Source: an optimization exercise on an open RTL-to-GDS flow (aim: small area and a short achievable clock period). Production flows keep margins and buffers that such runs may drop. In this exercise RTL edits were held to simulation tests only and were not proved equivalent to the original.

==> build 7 <==
## complex_multiplier
module complex_multiplier (
    input  wire        clk,
    input  wire        rst_n,
    input  wire        enable,
    input  wire [31:0] a_real,
    input  wire [31:0] a_imag,
    input  wire [31:0] c_real,
    input  wire [31:0] c_imag,
    output wire [31:0] result_real,
    output wire [31:0] result_imag,
    output wire        valid
);
make LEC_CHECK=0 CAP_MARGIN=20 CORE_MARGIN=2 CORE_UTILIZATION=40 SETUP_SLACK_MARGIN=5 SLEW_MARGIN=20 finish   # period 9.0 ns
run.sh (not shown) runs the stock make flow with config.mk's settings and CLKGATE_MAP_FILE= SYNTH_SCRIPT=/design/flow/synth_recipe.tcl, a recipe that flattens the netlist after the stock synthesis.
==> inputs of trial 30, as changes to build 7 <==
--- a/flow/config.mk
+++ b/flow/config.mk
@@ -8,5 +8,4 @@
 export CAP_MARGIN = 20
 export CORE_MARGIN = 2
-export CORE_UTILIZATION = 40
-export SETUP_SLACK_MARGIN = 5
+export CORE_UTILIZATION = 30
 export SLEW_MARGIN = 20
==> impl_metrics.csv <==
group,metric,value,unit
status,status,"finished clean",
finish,multi_input_gates,7602,
routing,met1Wirelength,142.0,mm
setup_path,cp_max_fo,6,
finish,design_area,121300,um^2
floorplan,row_count,180,
sta,maxSlewHeadroom,0.1969,
[end of results for build 7]
==> impl_metrics.csv <==
group,metric,value,unit
status,status,"finished clean",
finish,design_area,106000,um^2
floorplan,row_count,207,
setup_path,cp_max_fo,53,
[end of results for trial 30]

==> run C: inputs <==
Another version of the RTL of complex_multiplier (not shown whole).
make LEC_CHECK=0 CAP_MARGIN=20 CORE_MARGIN=2 CORE_UTILIZATION=40 SETUP_SLACK_MARGIN=5 SLEW_MARGIN=20 finish   # period 9.0 ns
==> run A (differences from run C) <==
--- a/flow/design.v
+++ b/flow/design.v
@@ -1973,39 +1973,34 @@
     input  wire [39:0] r2,
     input  wire        cl,        
     input  wire [7:0]  e0,
     input  wire        sp_nan,
     input  wire        sp_inf,
     input  wire        sp_zero,
-    output wire [7:0]  exp_o,     
-    output wire [22:0] man_o,     
+    output wire [23:0] pm_o,      
     output wire        nan_o,
     output wire        inf_o,
     output wire        zero_o,
     output wire        p47_o      
 );
     wire [39:0] pw;
     cm_mul_fin fin (.r0(r0), .r1(r1), .r2(r2), .cl(cl), .p(pw));
     wire [24:0] p   = pw[39:15];                   
     wire        p47 = p[24];
     wire        e0_z  = (e0 == 8'd0);
     wire        e0_1  = (e0 == 8'd1);
     wire        e0_ff = (e0 == 8'hFF);
-    wire [7:0]  e0m1  = e0 - 8'd1;
     wire special = sp_nan | sp_inf | sp_zero;
     wire ovf = p47 ? e0_ff : e0_z;
     wire unf = p47 ? e0_z  : e0_1;
     wire zero = sp_zero | (~special & ~ovf & unf);
     assign zero_o = zero;
     assign nan_o  = sp_nan;
     assign inf_o  = sp_inf | (~special & ovf);
     assign p47_o  = p47;
-    wire [7:0]  e = p47 ? e0 : e0m1;
-    wire [22:0] m = p47 ? p[23:1] : p[22:0];
-    assign exp_o = e;
-    assign man_o = m;
+    assign pm_o = p[23:0];
 endmodule
 module cm_add_expdiff (
     input  wire [7:0]  e0x,
     input  wire [7:0]  e0y,
     input  wire        spx,       
     input  wire        spzx,      
@@ -2050,25 +2045,27 @@
     assign deq = sel[8];
     assign d   = sel[7:0];
 endmodule
 module cm_add_align (
     input  wire        xs,
     input  wire        xz,
-    input  wire [22:0] xm,
+    input  wire [23:0] xp,        
+    input  wire        x47,       
+    input  wire [7:0]  xe0,       
     input  wire        xn,
     input  wire        xi,
     input  wire        ys,        
     input  wire        yz,
-    input  wire [22:0] ym,
+    input  wire [23:0] yp,
+    input  wire        y47,
+    input  wire [7:0]  ye0,
     input  wire        yn,
     input  wire        yi,
     input  wire [7:0]  d,
     input  wire        xge,
     input  wire        deq,
-    input  wire [7:0]  ex,        
-    input  wire [7:0]  ey,
     output wire [7:0]  ebig,      
     output wire [23:0] big,       
     output wire [27:0] sml,       
     output wire        swap0,     
     output wire        eff_sub,
     output wire        sign,
@@ -2077,12 +2074,16 @@
     output wire        sign_inf
 );
     assign eff_sub  = xs ^ ys;
     assign nan_r    = xn | yn | (xi & yi & eff_sub);
     assign inf_r    = (xi | yi) & ~nan_r;
     assign sign_inf = xi ? xs : ys;
+    wire [22:0] xm = x47 ? xp[23:1] : xp[22:0];
+    wire [22:0] ym = y47 ? yp[23:1] : yp[22:0];
+    wire [7:0]  ex = xe0 - {7'd0, ~x47};
+    wire [7:0]  ey = ye0 - {7'd0, ~y47};
     assign ebig = xge ? (ex & {8{~xz}}) : ey;
     wire [23:0] sx = {~xz, xm & {23{~xz}}};
     wire [23:0] sy = {~yz, ym & {23{~yz}}};
     wire [23:0] s = xge ? sy : sx;
     assign big = xge ? sx : sy;
     wire [47:0] t = {s, 24'd0} >> d;
@@ -2112,56 +2113,45 @@
     assign raw  = a + b + {28'd0, eff_sub};
     assign zero = eff_sub ? ({big, 4'd0} == sml) : ~(|big | |sml);
 endmodule
 module cm_add_norm (
     input  wire [28:0] raw,
     input  wire [7:0]  ebig,
-    output wire [23:0] mant,
-    output wire        rup,
-    output wire        cry,       
+    output wire [23:0] mant,      
+    output wire        rup,       
     output wire [7:0]  er0,       
-    output wire [7:0]  er1,
-    output wire        ovf0,      
-    output wire        ovf1,
     output wire        unf        
 );
     wire [4:0] lz;
     cm_lzc32 lzc (.v({raw[28:3], 1'b1, 5'd0}), .n(lz));
     wire [28:0] n = raw << lz;
     assign mant = n[28:5];
     wire g = n[4];
     wire r = n[3];
     wire s = |n[2:0];
     assign rup = g & (r | s | n[5]);
-    assign cry = rup & (&n[28:5]);
     wire [8:0] en = {1'b0, ebig} - {4'd0, lz};
-    assign er0  = en[7:0];
-    assign er1  = en[7:0] + 8'd1;
-    assign ovf0 = (en[7:0] == 8'hFF);
-    assign ovf1 = (en[7:0] == 8'hFE);
-    assign unf  = en[8] | (en == 9'd0);
+    assign er0 = en[7:0];
+    assign unf = en[8] | (en == 9'd0);
 endmodule
 module cm_add_round (
     input  wire [23:0] mant,
     input  wire        rup,
-    input  wire        cry,
     input  wire [7:0]  er0,
-    input  wire [7:0]  er1,
-    input  wire        ovf0,
-    input  wire        ovf1,
     input  wire        unf,
     input  wire        sign,
     input  wire        zero,
     input  wire        nan_r,
     input  wire        inf_r,
     input  wire        sign_inf,
     output wire [31:0] result
 );
     wire [22:0] inc = mant[22:0] + {22'd0, rup};
-    wire [7:0]  er  = cry ? er1 : er0;
-    wire ovf = cry ? ovf1 : ovf0;
+    wire        cry = rup & (&mant);         
+    wire [7:0]  er  = er0 + {7'd0, cry};
+    wire ovf = cry ? (er0 == 8'hFE) : (er0 == 8'hFF);
     assign result = nan_r ? 32'h7FC00000 :
                     inf_r ? {sign_inf, 8'hFF, 23'd0} :
                     zero  ? {sign, 31'd0} :
                     ovf   ? {sign, 8'hFF, 23'd0} :
                     unf   ? {sign, 31'd0} :
                             {sign, er, inc};
@@ -2182,55 +2172,56 @@
     genvar g;
     wire [31:0] opd [0:3];
     assign opd[0] = a_real;
     assign opd[1] = a_imag;
     assign opd[2] = c_real;
     assign opd[3] = c_imag;
-    wire [11:0] bo_one [0:3];
-    wire [11:0] bo_two [0:3];
-    wire [11:0] bo_neg [0:3];
+    wire [11:0] bo_one [0:1];
+    wire [11:0] bo_two [0:1];
+    wire [11:0] bo_neg [0:1];
     generate
-        for (g = 0; g < 4; g = g + 1) begin : enc
-            cm_booth_enc be (.y({|opd[g][30:23], opd[g][22:0]}),
+        for (g = 0; g < 2; g = g + 1) begin : enc
+            cm_booth_enc be (.y({|opd[2+g][30:23], opd[2+g][22:0]}),
                              .one(bo_one[g]), .two(bo_two[g]), .neg(bo_neg[g]));
         end
     endgenerate
     reg [31:0] op_q  [0:3];
-    reg [11:0] op_one[0:3];
-    reg [11:0] op_two[0:3];
-    reg [11:0] op_neg[0:3];
+    reg [11:0] op_one[0:1];
+    reg [11:0] op_two[0:1];
+    reg [11:0] op_neg[0:1];
     always @(posedge clk) begin
-        for (k = 0; k < 4; k = k + 1) begin
-            op_q[k]   <= opd[k];
+        for (k = 0; k < 4; k = k + 1)
+            op_q[k] <= opd[k];
+        for (k = 0; k < 2; k = k + 1) begin
             op_one[k] <= bo_one[k];
             op_two[k] <= bo_two[k];
             op_neg[k] <= bo_neg[k];
         end
     end
-    localparam [7:0] PX = {2'd2, 2'd3, 2'd1, 2'd0};    
-    localparam [7:0] PY = {2'd1, 2'd0, 2'd3, 2'd2};    
+    localparam [3:0] PX = {1'd1, 1'd0, 1'd1, 1'd0};    
+    localparam [3:0] PY = {1'd0, 1'd1, 1'd1, 1'd0};    
     wire [39:0] f_r0 [0:3];
     wire [39:0] f_r1 [0:3];
     wire [39:0] f_r2 [0:3];
     wire        f_cl [0:3];
     wire [7:0]  f_e  [0:3];
     wire        f_sg [0:3];
     wire        f_n  [0:3];
     wire        f_i  [0:3];
     wire        f_z  [0:3];
     generate
         for (g = 0; g < 4; g = g + 1) begin : mp
-            localparam integer X = PX[2*g+1:2*g];
-            localparam integer Y = PY[2*g+1:2*g];
+            localparam integer X = PX[g];
+            localparam integer Y = PY[g];
             cm_mul_pp pp (
                 .x({|op_q[X][30:23], op_q[X][22:0]}),
-                .one(op_one[Y]), .two(op_two[Y]), .neg(op_neg[Y]), .yh(|op_q[Y][30:23]),
+                .one(op_one[Y]), .two(op_two[Y]), .neg(op_neg[Y]), .yh(|op_q[2+Y][30:23]),
                 .r0(f_r0[g]), .r1(f_r1[g]), .r2(f_r2[g]), .cl(f_cl[g])
             );
             cm_mul_pre pre (
-                .x(op_q[X]), .y(op_q[Y]), .e0(f_e[g]), .sign(f_sg[g]),
+                .x(op_q[X]), .y(op_q[2+Y]), .e0(f_e[g]), .sign(f_sg[g]),
                 .sp_nan(f_n[g]), .sp_inf(f_i[g]), .sp_zero(f_z[g])
             );
         end
     endgenerate
     reg [39:0] m_r0 [0:3];
     reg [39:0] m_r1 [0:3];
@@ -2251,24 +2242,23 @@
             m_sg[k] <= f_sg[k];
             m_n[k]  <= f_n[k];
             m_i[k]  <= f_i[k];
             m_z[k]  <= f_z[k];
         end
     end
-    wire [7:0]  b_e   [0:3];
-    wire [22:0] b_m   [0:3];
+    wire [23:0] b_pm  [0:3];
     wire        b_n   [0:3];
     wire        b_i   [0:3];
     wire        b_z   [0:3];
     wire        b_p47 [0:3];
     generate
         for (g = 0; g < 4; g = g + 1) begin : mb
             cm_mul_back back (
                 .r0(m_r0[g]), .r1(m_r1[g]), .r2(m_r2[g]), .cl(m_cl[g]), .e0(m_e[g]),
                 .sp_nan(m_n[g]), .sp_inf(m_i[g]), .sp_zero(m_z[g]),
-                .exp_o(b_e[g]), .man_o(b_m[g]), .nan_o(b_n[g]), .inf_o(b_i[g]),
+                .pm_o(b_pm[g]), .nan_o(b_n[g]), .inf_o(b_i[g]),
                 .zero_o(b_z[g]), .p47_o(b_p47[g])
             );
         end
     endgenerate
     wire [7:0]  x_d  [0:1];
     wire        x_ge [0:1];
@@ -2281,25 +2271,27 @@
                 .spy(m_n[2*g+1] | m_i[2*g+1] | m_z[2*g+1]), .spzy(m_z[2*g+1]),
                 .p47x(b_p47[2*g]), .p47y(b_p47[2*g+1]),
                 .d(x_d[g]), .xge(x_ge[g]), .deq(x_eq[g])
             );
         end
     endgenerate
-    reg [22:0] p_m  [0:3];
-    reg [7:0]  p_e  [0:3];
+    reg [23:0] p_pm [0:3];
+    reg        p_47 [0:3];
+    reg [7:0]  p_e0 [0:3];
     reg        p_s  [0:3];
     reg        p_n  [0:3];
     reg        p_i  [0:3];
     reg        p_z  [0:3];
     reg [7:0]  p_d  [0:1];
     reg        p_ge [0:1];
     reg        p_eq [0:1];
     always @(posedge clk) begin
         for (k = 0; k < 4; k = k + 1) begin
-            p_m[k] <= b_m[k];
-            p_e[k] <= b_e[k];
+            p_pm[k] <= b_pm[k];
+            p_47[k] <= b_p47[k];
+            p_e0[k] <= m_e[k];
             p_s[k] <= m_sg[k];
             p_n[k] <= b_n[k];
             p_i[k] <= b_i[k];
             p_z[k] <= b_z[k];
         end
         for (k = 0; k < 2; k = k + 1) begin
@@ -2317,15 +2309,17 @@
     wire        al_n    [0:1];
     wire        al_i    [0:1];
     wire        al_si   [0:1];
     generate
         for (g = 0; g < 2; g = g + 1) begin : sa
             cm_add_align align (
-                .xs(p_s[2*g]),              .xz(p_z[2*g]),   .xm(p_m[2*g]),   .xn(p_n[2*g]),   .xi(p_i[2*g]),
-                .ys(p_s[2*g+1] ^ (g == 0)), .yz(p_z[2*g+1]), .ym(p_m[2*g+1]), .yn(p_n[2*g+1]), .yi(p_i[2*g+1]),
-                .d(p_d[g]), .xge(p_ge[g]), .deq(p_eq[g]), .ex(p_e[2*g]), .ey(p_e[2*g+1]), .ebig(al_e[g]),
+                .xs(p_s[2*g]), .xz(p_z[2*g]), .xp(p_pm[2*g]), .x47(p_47[2*g]), .xe0(p_e0[2*g]),
+                .xn(p_n[2*g]), .xi(p_i[2*g]),
+                .ys(p_s[2*g+1] ^ (g == 0)), .yz(p_z[2*g+1]), .yp(p_pm[2*g+1]), .y47(p_47[2*g+1]), .ye0(p_e0[2*g+1]),
+                .yn(p_n[2*g+1]), .yi(p_i[2*g+1]),
+                .d(p_d[g]), .xge(p_ge[g]), .deq(p_eq[g]), .ebig(al_e[g]),
                 .big(al_big[g]), .sml(al_sm[g]), .swap0(al_sw[g]),
                 .eff_sub(al_sub[g]), .sign(al_sg[g]), .nan_r(al_n[g]), .inf_r(al_i[g]), .sign_inf(al_si[g])
             );
         end
     endgenerate
     reg [23:0] q_big [0:1];
@@ -2377,62 +2371,49 @@
             r_i[k]   <= q_i[k];
             r_si[k]  <= q_si[k];
         end
     end
     wire [23:0] no_m   [0:1];
     wire        no_rup [0:1];
-    wire        no_cry [0:1];
     wire [7:0]  no_er0 [0:1];
-    wire [7:0]  no_er1 [0:1];
-    wire        no_ov0 [0:1];
-    wire        no_ov1 [0:1];
     wire        no_unf [0:1];
     generate
         for (g = 0; g < 2; g = g + 1) begin : sn
             cm_add_norm norm (.raw(r_raw[g]), .ebig(r_e[g]), .mant(no_m[g]), .rup(no_rup[g]),
-                              .cry(no_cry[g]), .er0(no_er0[g]), .er1(no_er1[g]), .ovf0(no_ov0[g]), .ovf1(no_ov1[g]),
-                              .unf(no_unf[g]));
+                              .er0(no_er0[g]), .unf(no_unf[g]));
         end
     endgenerate
     reg [23:0] n_m   [0:1];
     reg        n_rup [0:1];
-    reg        n_cry [0:1];
     reg [7:0]  n_er0 [0:1];
-    reg [7:0]  n_er1 [0:1];
-    reg        n_ov0 [0:1];
-    reg        n_ov1 [0:1];
     reg        n_unf [0:1];
     reg        n_z   [0:1];
     reg        n_sg  [0:1];
     reg        n_n   [0:1];
     reg        n_i   [0:1];
     reg        n_si  [0:1];
     always @(posedge clk) begin
         for (k = 0; k < 2; k = k + 1) begin
             n_m[k]   <= no_m[k];
             n_rup[k] <= no_rup[k];
-            n_cry[k] <= no_cry[k];
             n_er0[k] <= no_er0[k];
-            n_er1[k] <= no_er1[k];
-            n_ov0[k] <= no_ov0[k];
-            n_ov1[k] <= no_ov1[k];
             n_unf[k] <= no_unf[k];
             n_z[k]   <= r_z[k];
             n_sg[k]  <= r_sg[k];
             n_n[k]   <= r_n[k];
             n_i[k]   <= r_i[k];
             n_si[k]  <= r_si[k];
         end
     end
     wire [31:0] res [0:1];
     generate
         for (g = 0; g < 2; g = g + 1) begin : sr
             cm_add_round rnd (
-                .mant(n_m[g]), .rup(n_rup[g]), .cry(n_cry[g]), .er0(n_er0[g]), .er1(n_er1[g]),
-                .ovf0(n_ov0[g]), .ovf1(n_ov1[g]), .unf(n_unf[g]), .sign(n_sg[g]), .zero(n_z[g]),
-                .nan_r(n_n[g]), .inf_r(n_i[g]), .sign_inf(n_si[g]), .result(res[g])
+                .mant(n_m[g]), .rup(n_rup[g]), .er0(n_er0[g]), .unf(n_unf[g]),
+                .sign(n_sg[g]), .zero(n_z[g]), .nan_r(n_n[g]), .inf_r(n_i[g]), .sign_inf(n_si[g]),
+                .result(res[g])
             );
         end
     endgenerate
     reg [31:0] out_re, out_im;
     always @(posedge clk) begin
         out_re <= res[0];
Settings changed: ABC_AREA set to 1, CTS_BUF_LIST set to sky130_fd_sc_hd__clkbuf_16, CTS_CLUSTER_DIAMETER set to 100, CTS_CLUSTER_SIZE set to 24.
==> notes <==
Run A produced a clean layout. Run C went through all stages and came out clean. Against run A, the die area of run C is higher by 0.48%. Against run C, the utilization of run A is lower by 2.4 points. Fmax: run C is smaller than run A (about 4%). Cell count: run A is larger than run C (about 10%). Between run A and run C, the lower hold slack is in run C (gap 0.0048 ns).
==> figures <==
| item | run A | run C |
|---|---|---|
| Number of cells produced by synthesis | 13200 | 11320 |
| Outcome | complete, no violations | complete, no violations |
| Clock transition at the registers of the reported paths | 0.09 ns | 0.06 ns |
| Post-synthesis simple-gate area fraction | 0.1384 | 0.08881 |
| Non-Clock Inverter Count | 2017 | 1210 |
| Synth async-reset ratio | 0.005560 | 0.005220 |
| Mean instance size in the synthesized netlist | 8.084 sq um | 9.468 sq um |
| Cell Area, Synth | 0.1067 sq mm | 0.1072 sq mm |
| Worst reg2reg setup slack | 5.07 ns | 4.91 ns |
| Worst r2r src | op_neg[0][5]$_DFF_P_ | m_r2[2][2]$_DFF_P_ |
| Non-clock buffers | 372 | 580 |
| Core box area | 0.2653 sq mm | 0.2672 sq mm |
| Setup repair after global routing missed its margin | no | yes |
| Worst-case hold path end point | n_z[0]$_DFF_P_ | r_i[0]$_DFF_P_ |
| Layout-to-synthesis area ratio | 1.0719x | 1.1333x |

-- what the ideal ports hide --
In the flow no input, the clock included, has a driving cell. The finished layouts below were timed again as built, in two steps. Step 1 assumes that a clkbuf_16 drives the clock port and a buf_2 every other input. Step 2 also shifts input and output timing later by t, the mid clock arrival at the registers, as if the neighbouring blocks saw the same clock. Slacks: ideal / step 1 / step 2; pairs: ideal / step 1.
run | t (ns) | slack for setup (ns) | clock arrival spread, ns | pins driven straight from the clock port
build 7 | 0.869 | 3.922 / 3.922 / 3.922 | 0.075 / 0.076 | 1
trial 30 | 0.854 | 2.641 / 2.641 / 2.641 | 0.084 / 0.083 | 1
run C | 0.958 | 4.908 / 4.908 / 4.544 | 0.079 / 0.079 | 1
run A | 0.884 | 5.070 / 5.070 / 5.070 | 0.096 / 0.096 | 1
After both steps setup and hold are still met in every run listed. For run C, which loses most, drivers alone change the setup slack by 0.000 ns; drivers and shift together by -0.364 ns.
